This design comes from an exercise in tuning for small area on the open sky130 flow, not from production work. Function was checked by simulation only, so behaviour that the tests miss may differ from the original. The clock input has no modelled driver; a real chip could not lean on it and would need a root buffer or a full tree. No activity file was given, so power comes from the tool's default toggle rates.

raven:
Design UART_Loopback_Top, start of the top module:
module UART_Loopback_Top (
    input i_UART_RX,
    input i_Clk,
    input i_Switch_1,  
    output o_UART_TX,
    output o_Segment1_A,
    output o_Segment1_B,
    output o_Segment1_C,
    output o_Segment1_D,
    output o_Segment1_E,
    output o_Segment1_F,
    output o_Segment1_G,
    output o_Segment2_A,
    output o_Segment2_B,
    output o_Segment2_C,
    output o_Segment2_D,
    output o_Segment2_E,
    output o_Segment2_F,
    output o_Segment2_G
);
    wire [7:0] rx_byte;
    wire rx_end;
    wire load;
    reg [7:0] data;
    uart_rx uart_rx_0 (
        .i_serial(i_UART_RX),
        .i_Clk(i_Clk),
        .i_reset(i_Switch_1),
        .o_rx_data(rx_byte),
        .o_rx_end(rx_end)
    );
    uart_tx uart_tx_0 (
        .i_data(data),
        .i_Clk(i_Clk),
        .i_reset(i_Switch_1),
        .i_start(rx_end),
        .o_load(load),
        .o_tx_serial(o_UART_TX)
    );
    LED_Display_two_hex LED_Display_two_hex_0(
        .i_data(data),
        .a1(o_Segment1_A),
        .b1(o_Segment1_B),
        .c1(o_Segment1_C),
        .d1(o_Segment1_D),
        .e1(o_Segment1_E),
        .f1(o_Segment1_F),
        .g1(o_Segment1_G),
        .a2(o_Segment2_A),
        .b2(o_Segment2_B),
        .c2(o_Segment2_C),
        .d2(o_Segment2_D),
        .e2(o_Segment2_E),
        .f2(o_Segment2_F),
        .g2(o_Segment2_G)
    );
    always @(posedge i_Clk or posedge i_Switch_1) begin
        if (i_Switch_1)
            data <= 8'd0;
        else if (load)
            data <= rx_byte;
    end
endmodule
==> flow/config.mk <==
export PLATFORM = sky130hd
export DESIGN_NAME = UART_Loopback_Top
export DESIGN_NICKNAME = UART_Loopback_Top
export VERILOG_FILES = /design/flow/design.v
export SDC_FILE = /design/flow/constraint.sdc
export NUM_CORES = 4
export LEC_CHECK = 0
export CAP_MARGIN = 20
export CORE_AREA = 2 2 64 64
export DIE_AREA = 0 0 66 66
export PLACE_DENSITY = 0.9
export SLEW_MARGIN = 20
==> flow/constraint.sdc <==
create_clock -name core_clock -period 10.0 [get_ports {i_Clk}]
set_input_delay 2.0000 -clock core_clock [delete_from_list [all_inputs] [get_ports {i_Clk}]]
set_output_delay 2.0000 -clock core_clock [all_outputs]
set_load 0.01 [all_outputs]
standard.sh (not shown) runs the stock make flow with config.mk's settings and CLKGATE_MAP_FILE= SYNTH_SCRIPT=/design/flow/synth_recipe.tcl, a recipe that flattens the netlist after the stock synthesis.
==> flow/flow/run.sh <==
#!/bin/bash
# The standard layout (standard.sh), with these changes:
#  - synthesis maps the logic with an area-oriented ABC script (area.abc);
#    everything else in the synthesis script is the standard flow's own;
#  - no adder cells (ADDER_MAP_FILE empty), so Yosys's adder extraction
#    leaves that logic to ABC;
#  - the port buffers are sky130_fd_sc_hd__buf_1;
#  - the clock tree is one level of buffers, each driving a group of
#    registers (cts.tcl).
# Each tool's output goes to flow.log in this folder (and ORFS's own logs
# under orfs/logs).
set -euo pipefail
here=$(pwd)
sed "s#^source \$::env(SCRIPTS_DIR)/synth_preamble.tcl#&\nset abc_args [lreplace \$abc_args 1 1 $here/flow/area.abc]#" \
    "$FLOW_HOME/scripts/synth.tcl" > my_synth_core.tcl
sed "s#source \$::env(SCRIPTS_DIR)/synth.tcl#source $here/my_synth_core.tcl#" synth_recipe.tcl > my_synth.tcl
sed -e "s#SYNTH_SCRIPT=[^ ]*#SYNTH_SCRIPT=$here/my_synth.tcl ADDER_MAP_FILE=#" standard.sh > my_standard.sh
export BUFFER_PORTS_ARGS="-buffer_cell sky130_fd_sc_hd__buf_1"
export PRE_CTS_TCL=$here/flow/cts.tcl
export CTS_CLOCK_PORT=i_Clk
export CTS_LEAF_CELL=sky130_fd_sc_hd__clkbuf_4
export CTS_LEAVES=4
bash my_standard.sh > flow.log 2>&1
==> flow/flow/area.abc <==
strash
&get -n
&deepsyn -T 60
&put
dch -f
amap
topo
Other scripts of this flow, unchanged in this note and not shown: flow/flow/cts.tcl
raven has completed all stages; timing, DRC and antenna checks passed.
For indigo, these inputs were changed with respect to raven:
==> flow/flow/area.abc <==
strash
&get -n
&deepsyn -T 180
&put
dch -f
amap
topo
### Flow results
indigo: all stages complete, timing, DRC and antenna checks passed. Worst slew margin relative to its limit on indigo is down relative to raven. Detailed route, indigo vs raven: via total lower for indigo. raven vs indigo, first element of the critical path: data[7] vs data[5]. Clock skew delta (indigo -> raven): insignificant. Re cell area: indigo and raven aren't equal, and the lower value belongs to indigo. Against raven as the reference, indigo delivers a lower global-route wire length before repair. Max total routed wirelength across indigo and raven: raven.
In every run of this note, the design's own scripts or RTL, not TritonCTS, make the clock network.

Another version of the RTL of UART_Loopback_Top (not shown whole).
Size in the first run: roughly 180 cells after synthesis, ~41 flip-flops, ~18 I/O pins, about 1700 sq um of cells after synthesis.
==> flow/config.mk <==
export PLATFORM = sky130hd
export DESIGN_NAME = UART_Loopback_Top
export DESIGN_NICKNAME = UART_Loopback_Top
export VERILOG_FILES = /design/flow/design.v
export SDC_FILE = /design/flow/constraint.sdc
export NUM_CORES = 4
export LEC_CHECK = 0
export CAP_MARGIN = 20
export CORE_AREA = 2 2 64 64
export DIE_AREA = 0 0 66 66
export SLEW_MARGIN = 20
==> flow/constraint.sdc <==
create_clock -name core_clock -period 10.0 [get_ports {i_Clk}]
set_input_delay 2.0000 -clock core_clock [delete_from_list [all_inputs] [get_ports {i_Clk}]]
set_output_delay 2.0000 -clock core_clock [all_outputs]
set_load 0.01 [all_outputs]
==> flow/flow/area.abc <==
strash
&get -n
&deepsyn -T 60
&put
dch -f
amap
topo
==> flow/flow/cts.tcl <==
# Sourced by ORFS's cts.tcl before it builds the clock tree (PRE_CTS_TCL).
# The design has few registers, so the clock tree is one level: the
# registers are split by placement into CTS_LEAVES groups (1, 2 or 4:
# halves by x, then by y), and the clock port drives one CTS_LEAF_CELL per
# group, placed at the group's centre, which drives that group's clock pins.
rename clock_tree_synthesis orfs_clock_tree_synthesis

proc cts_split { items axis } {
  set sorted [lsort -real -index $axis $items]
  set half [expr {[llength $sorted] / 2}]
  return [list [lrange $sorted 0 [expr {$half - 1}]] [lrange $sorted $half end]]
}

proc clock_tree_synthesis { args } {
  set db [ord::get_db]
  set block [ord::get_db_block]
  set clk_net [$block findNet $::env(CTS_CLOCK_PORT)]
  set master [$db findMaster $::env(CTS_LEAF_CELL)]
  set sinks {}
  foreach it [$clk_net getITerms] {
    lassign [[$it getInst] getLocation] x y
    lappend sinks [list $x $y $it]
  }
  set groups [list $sinks]
  if { $::env(CTS_LEAVES) >= 2 } { set groups [cts_split $sinks 0] }
  if { $::env(CTS_LEAVES) >= 4 } {
    set groups [concat [cts_split [lindex $groups 0] 1] [cts_split [lindex $groups 1] 1]]
  }
  set i 0
  foreach g $groups {
    set buf [odb::dbInst_create $block $master clkbuf_leaf_$i]
    set net [odb::dbNet_create $block clknet_leaf_$i]
    $net setSigType CLOCK
    set sx 0
    set sy 0
    foreach s $g {
      lassign $s x y it
      set sx [expr {$sx + $x}]
      set sy [expr {$sy + $y}]
      $it disconnect
      $it connect $net
    }
    [$buf findITerm A] connect $clk_net
    [$buf findITerm X] connect $net
    $buf setLocation [expr {$sx / [llength $g]}] [expr {$sy / [llength $g]}]
    $buf setPlacementStatus PLACED
    puts "clock tree: $::env(CTS_LEAF_CELL) clkbuf_leaf_$i drives [llength $g] clock pins"
    incr i
  }
  set_propagated_clock [all_clocks]
}
Scripts as last shown in full above: flow/flow/run.sh
The baseline passed the timing, DRC and antenna checks.
Change:
- PLACE_DENSITY: not set -> 0.9
Effect:
- sequential share of layout area is unchanged
- sequential power barely changes
- utilization is unchanged
- die area does not change
- worst hold slack stays flat
In every run of this note, the design's own scripts or RTL, not TritonCTS, make the clock network.

separate check: timing with driven ports:
How much do the figures lean on ideal ports? The routed layouts below were timed once more, with nothing changed but the port constraints.
Step 1 sets driving cells, clkbuf_16 on the clock port and buf_2 on the other inputs (assumed; they add their load-dependent delay and slew).
Step 2 times the ports against the registers' clock, not the clock port: input delays grow and output delays shrink by t, the midpoint of the rising clock arrivals with the driver on.
Three values: ideal ports, drivers, drivers and shift; two values: the first two.
run	t (ns)	setup WS [ns]	hold WS [ns]	worst setup path after step 2	clock arrival spread, ns
raven	0.204	6.229 / 6.187 / 6.391	0.336 / 0.336 / 0.336	register to output	0.013 / 0.012
indigo	0.198	6.173 / 6.131 / 6.329	0.337 / 0.337 / 0.337	register to output	0.012 / 0.012
the first run of note 2	0.214	6.156 / 6.109 / 6.323	0.335 / 0.335 / 0.335	register to output	0.021 / 0.021
the second run of note 2	0.204	6.166 / 6.123 / 6.327	0.338 / 0.338 / 0.338	register to output	0.020 / 0.020
After both steps setup and hold are still met in every run listed.
